What follows belongs to an exercise in optimizing a design on an open flow for small area; a production flow would make more cautious choices. The RTL was checked by simulation tests, not by an equivalence proof against the original design. No activity file was given, so power comes from the tool's default toggle rates.

## tollboothcontroller
module tollboothcontroller (
    input clk, reset,
    input vehicle_detect,
    input rfid_present, rfid_valid, rfid_sufficient,
    input manual_coin, manual_card,
    input vehicle_passgate,
    input maintenance_mode,
    input updaterate,
    input [1:0] vehicle_class,
    input [7:0] rate_input,
    input reset_counters,
    output gateopen, gateclose,
    output [15:0] vehiclecount0, vehiclecount1, vehiclecount2,
    output [15:0] totalrevenue0, totalrevenue1, totalrevenue2,
    output [7:0] evasioncount
);
For scale: roughly 450 cells after synthesis, about 140 flip-flops, about 130 I/O pins.
Settings: LEC_CHECK=0, CAP_MARGIN=0, CORE_MARGIN=2, CORE_UTILIZATION=60, SLEW_MARGIN=0; clock period 5.0 ns.
standard.sh (not shown) runs the stock make flow with config.mk's settings and CLKGATE_MAP_FILE= SYNTH_SCRIPT=/design/flow/synth_recipe.tcl, a recipe that flattens the netlist after the stock synthesis.
==> flow/flow/run.sh <==
#!/bin/bash
# The standard layout, with the smallest buffer (buf_1) on each port and a
# clock tree of clkbuf_4 without dummy loads.
set -euo pipefail
CTS="-sink_clustering_enable -repair_clock_nets -buf_list sky130_fd_sc_hd__clkbuf_4 -dont_use_dummy_load"
bash standard.sh "BUFFER_PORTS_ARGS=-buffer_cell sky130_fd_sc_hd__buf_1" "CTS_ARGS=$CTS" REMOVE_ABC_BUFFERS=1 finish > standard.log 2>&1
The first run completed without violations.
Rerun with:
--- a/flow/flow/run.sh
+++ b/flow/flow/run.sh
@@ -6 +6 @@
-bash standard.sh "BUFFER_PORTS_ARGS=-buffer_cell sky130_fd_sc_hd__buf_1" "CTS_ARGS=$CTS" REMOVE_ABC_BUFFERS=1 finish > standard.log 2>&1
+bash standard.sh "BUFFER_PORTS_ARGS=-buffer_cell sky130_fd_sc_hd__buf_1" "CTS_ARGS=$CTS" finish > standard.log 2>&1
Settings changed: GPL_TIMING_DRIVEN set to 0, SETUP_SLACK_MARGIN set to -0.3.
After rerunning: The new run completed, yet does not pass: setup timing. Die area does not change. Via count stays flat. Combinational power is about the same. Synthesized area does not change. Hold slack improved by 0.0096 ns. Global-route usage decreases by 0.17 points.
Rerun with:
Settings changed: CORE_UTILIZATION 60 to 75, GPL_TIMING_DRIVEN 0 to unset, SETUP_SLACK_MARGIN -0.3 to unset.
What happened: With this change the flow completed without violations. Wire length came out higher by 10%. Non-clock buffer count came out higher by 1. Final area came out higher by 0.55%. Total power came out higher by 0.78%. Worst hold slack hardly moves. Critical path depth is unchanged. Die area came out lower by 19%. Sequential share of layout area came out lower by 0.24 points. Combinational power is about the same.
Rerun with:
Settings changed: CORE_UTILIZATION 75 to 50.
- die area is higher by 48%
- design area is higher by 0.78%
- sequential share of layout area fell by 0.38 points
- clock skew came out lower by 0.0058 ns
- non-clock buffer count stays the same
- hold slack gets worse by 0.022 ns
- critical path depth is unchanged
- clock power increases by about 1%

========
## try-pepper
The RTL this note starts from:
==> flow/design.v <==
module tollboothcontroller (
    input clk, reset,
    input vehicle_detect,
    input rfid_present, rfid_valid, rfid_sufficient,
    input manual_coin, manual_card,
    input vehicle_passgate,
    input maintenance_mode,
    input updaterate,
    input [1:0] vehicle_class,
    input [7:0] rate_input,
    input reset_counters,
    output gateopen, gateclose,
    output [15:0] vehiclecount0, vehiclecount1, vehiclecount2,
    output [15:0] totalrevenue0, totalrevenue1, totalrevenue2,
    output [7:0] evasioncount
);
localparam [2:0] IDLE  = 3'd0,
                 READ  = 3'd1,
                 PAY   = 3'd2,
                 FAIL  = 3'd3,
                 WAIT  = 3'd7,
                 OPEN  = 3'd6,
                 EVA   = 3'd5,
                 MAINT = 3'd4;
reg [2:0] state, nextstate;
reg [7:0] tollrates0, tollrates1, tollrates2;
always @(*) begin
    case (state)
        IDLE:  nextstate = maintenance_mode ? MAINT : vehicle_detect ? READ : IDLE;
        READ:  nextstate = (rfid_present && rfid_valid && rfid_sufficient) ? PAY : FAIL;
        PAY:   nextstate = OPEN;
        FAIL:  nextstate = WAIT;
        WAIT:  nextstate = (manual_coin || manual_card) ? PAY : WAIT;
        OPEN:  nextstate = vehicle_passgate ? IDLE : OPEN;
        EVA:   nextstate = IDLE;
        default: nextstate = maintenance_mode ? MAINT : IDLE;
    endcase
    if (state != OPEN && vehicle_passgate)
        nextstate = EVA;
end
always @(posedge clk or posedge reset)
    if (reset) state <= IDLE;
    else       state <= nextstate;
assign gateopen  = (state == OPEN);
assign gateclose = ~gateopen;
wire pay = (state == PAY);
wire eva = (state == EVA);
wire c0 = (vehicle_class == 2'd0);
wire c1 = (vehicle_class == 2'd1);
wire c2 = (vehicle_class == 2'd2);
function [15:0] inc16;           
    input [15:0] q; input en;
    integer i; reg t;
    begin
        t = en;
        for (i = 0; i < 16; i = i + 1) begin
            inc16[i] = q[i] ^ t;
            t = q[i] & t;
        end
    end
endfunction
function [15:0] add16;           
    input [15:0] q; input [7:0] r; input en;
    integer i; reg t, c8; reg [7:0] b;
    begin
        b = r & {8{en}};
        t = 1'b0;
        for (i = 0; i < 8; i = i + 1) begin
            add16[i] = q[i] ^ b[i] ^ t;
            t = (q[i] & b[i]) | (q[i] & t) | (b[i] & t);
        end
        c8 = t;
        for (i = 8; i < 12; i = i + 1) begin
            add16[i] = q[i] ^ t;
            t = q[i] & t;
        end
        t = c8 & (&q[11:8]);
        for (i = 12; i < 16; i = i + 1) begin
            add16[i] = q[i] ^ t;
            t = q[i] & t;
        end
    end
endfunction
function [7:0] inc8;
    input [7:0] q; input en;
    integer i; reg t;
    begin
        t = en;
        for (i = 0; i < 8; i = i + 1) begin
            inc8[i] = q[i] ^ t;
            t = q[i] & t;
        end
    end
endfunction
wire inc0 = pay & c0, inc1 = pay & c1, inc2 = pay & c2;
reg v0, v1, v2, ve;
always @(posedge clk or posedge reset)
    if (reset) begin
        v0 <= 1'b0; v1 <= 1'b0; v2 <= 1'b0; ve <= 1'b0;
    end else begin
        v0 <= ~(reset_counters & c0 & ~pay);
        v1 <= ~(reset_counters & c1 & ~pay);
        v2 <= ~(reset_counters & c2 & ~pay);
        ve <= ~(reset_counters & ~eva);
    end
reg [15:0] vc0_q, vc1_q, vc2_q, tr0_q, tr1_q, tr2_q;
reg [7:0] ev_q;
assign vehiclecount0 = vc0_q & {16{v0}};
assign vehiclecount1 = vc1_q & {16{v1}};
assign vehiclecount2 = vc2_q & {16{v2}};
assign totalrevenue0 = tr0_q & {16{v0}};
assign totalrevenue1 = tr1_q & {16{v1}};
assign totalrevenue2 = tr2_q & {16{v2}};
assign evasioncount  = ev_q & {8{ve}};
always @(posedge clk) begin
    vc0_q <= inc16(vehiclecount0, inc0);
    vc1_q <= inc16(vehiclecount1, inc1);
    vc2_q <= inc16(vehiclecount2, inc2);
    tr0_q <= add16(totalrevenue0, tollrates0, inc0);
    tr1_q <= add16(totalrevenue1, tollrates1, inc1);
    tr2_q <= add16(totalrevenue2, tollrates2, inc2);
    ev_q  <= inc8(evasioncount, eva);
end
reg [7:0] rq0, rq1, rq2;
reg r0, r1, r2;
always @(posedge clk or posedge reset)
    if (reset) begin
        r0 <= 1'b0; r1 <= 1'b0; r2 <= 1'b0;
    end else begin
        if (updaterate && c0) r0 <= 1'b1;
        if (updaterate && c1) r1 <= 1'b1;
        if (updaterate && c2) r2 <= 1'b1;
    end
always @(posedge clk) begin
    if (updaterate && c0) rq0 <= rate_input;
    if (updaterate && c1) rq1 <= rate_input;
    if (updaterate && c2) rq2 <= rate_input;
end
always @(*) begin
    tollrates0 = r0 ? rq0 : 8'd50;
    tollrates1 = r1 ? rq1 : 8'd100;
    tollrates2 = r2 ? rq2 : 8'd150;
end
endmodule
Settings: LEC_CHECK=0, CAP_MARGIN=0, CORE_MARGIN=2, CORE_UTILIZATION=60, SETUP_SLACK_MARGIN=-0.3, SLEW_MARGIN=0; clock period 5.0 ns.
==> flow/flow/run.sh <==
#!/bin/bash
# The standard layout, with the smallest buffer (buf_1) on each port and a
# clock tree of clkbuf_4 without dummy loads.
set -euo pipefail
CTS="-sink_clustering_enable -repair_clock_nets -buf_list sky130_fd_sc_hd__clkbuf_4 -dont_use_dummy_load"
bash standard.sh "BUFFER_PORTS_ARGS=-buffer_cell sky130_fd_sc_hd__buf_1" "CTS_ARGS=$CTS" finish > standard.log 2>&1
Status try-pepper: flow complete, layout not clean - setup timing
## Diff of input files: try-zinc against try-pepper
Settings: a deleted SETUP_SLACK_MARGIN that had been -0.3; an added GPL_TIMING_DRIVEN of 0.
--- outcome ---
try-zinc finished every step from synthesis to the final layout, and the layout passed the timing, design-rule and antenna checks. Summary of try-zinc over try-pepper: fill cell instance count of the final layout went down by about 2%, count of maximum capacitance violations flat. On clock transition at the registers of the reported paths, try-pepper and try-zinc are basically level. Re critical path depth: no difference whatsoever between try-zinc and try-pepper. Reported for try-pepper and try-zinc, fraction of the yosys area taken by sequential cells turned out identical to the last digit. Between try-zinc and try-pepper, the non-filler instance count after layout figures differ only marginally.
For try-willow, these inputs were changed with respect to try-zinc:
Settings: changing CORE_UTILIZATION from 60 to 40; removing GPL_TIMING_DRIVEN (formerly 0).
## What came out
As far as TritonCTS buffer count goes, try-zinc and try-willow are indistinguishable; the numbers are identical.
Sort try-zinc and try-willow by number of placed cells counting well taps, ascending, and try-zinc comes first.
Via count: lower on try-zinc
Full die area up 48% in try-willow wrt try-zinc
Sort try-zinc and try-willow by starting density of the core, descending, and try-zinc comes first.
Across both runs, final clock period utilization by the worst path was lower for try-willow than for try-zinc.
Compared with try-zinc, try-willow shows wire length of the first global-routing pass that has gone up by a little under 10%.
Lower post-synthesis to final-layout area growth among try-zinc and try-willow: try-zinc
try-willow vs try-zinc — power density relative to cell area dropped 4.0 nW/um^2.
For the fmax, try-willow came in 0.83% higher than try-zinc did.
### try-willow -> try-nickel
Settings: changing CORE_UTILIZATION from 40 to 60.
Findings:
- Layout overhead on the synthesized area sits lower in try-nickel than in try-willow.
- A launch point of the worst path of vehicle_class[1] is what try-nickel shows, while vehicle_class[0] belongs to try-willow.
- Diff try-nickel..try-willow | worst endpoint required time | negligible
- Comparing try-willow with try-nickel, the final critical-path share of the clock period came out essentially unchanged.
- | global-route track usage on met2 | lower: try-willow |
- Relative to try-willow, final area has decreased by 1.4% in try-nickel.
- The run with more setup slack is try-willow; try-nickel has less.
- [try-nickel vs try-willow] post-layout minimum cycle time: higher in try-nickel
- Looking at fraction of met1 tracks used by global routing across try-nickel and try-willow, the one that comes out lower is try-willow.
- NOTE: clock share of power in try-nickel falls short of that of try-willow
- Between try-willow and try-nickel, the relative contribution of combinational cells to total power figures differ only marginally.

## static timing again, ports no longer ideal
Ports are ideal in the flow. The routed layouts listed here were re-timed in OpenROAD.
Step 1 sets driving cells, clkbuf_16 on the clock port and buf_2 on the other inputs (assumed; they add their load-dependent delay and slew).
Step 2, shift: input delay + t, output delay - t, t = (earliest + latest rising clock arrival at the registers) / 2. This alone moves slack from input paths to output paths.
Slacks: ideal / step 1 / step 2; pairs: ideal / step 1.
run | shift t [ns] | slack for setup (ns) | hold slack, ns | slew at the worst register clock pin (ns) | worst data-port slew with drivers (ns)
the first run of note 1 | 0.514 | 0.150 / 0.125 / -0.389 | 0.437 / 0.428 / 0.502 | 0.12 / 0.12 | 0.06
the second run of note 1 | 0.512 | -0.085 / -0.088 / -0.600 | 0.446 / 0.435 / 0.503 | 0.12 / 0.12 | 0.05
the third run of note 1 | 0.532 | 0.200 / 0.182 / -0.350 | 0.447 / 0.438 / 0.501 | 0.11 / 0.11 | 0.05
the fourth run of note 1 | 0.548 | 0.241 / 0.238 / -0.310 | 0.425 / 0.413 / 0.498 | 0.12 / 0.12 | 0.04
try-pepper | 0.525 | -0.048 / -0.051 / -0.576 | 0.438 / 0.426 / 0.514 | 0.12 / 0.12 | 0.05
try-zinc | 0.514 | 0.204 / 0.198 / -0.316 | 0.457 / 0.447 / 0.498 | 0.13 / 0.13 | 0.05
try-willow | 0.538 | 0.244 / 0.238 / -0.299 | 0.459 / 0.446 / 0.525 | 0.12 / 0.12 | 0.05
try-nickel | 0.514 | 0.240 / 0.222 / -0.292 | 0.453 / 0.440 / 0.511 | 0.11 / 0.11 | 0.05
With both steps, setup timing fails in 6 of these runs, where it was met with ideal ports. For the fourth run of note 1, which loses most, drivers alone change the setup slack by -0.003 ns; drivers and shift together by -0.551 ns.
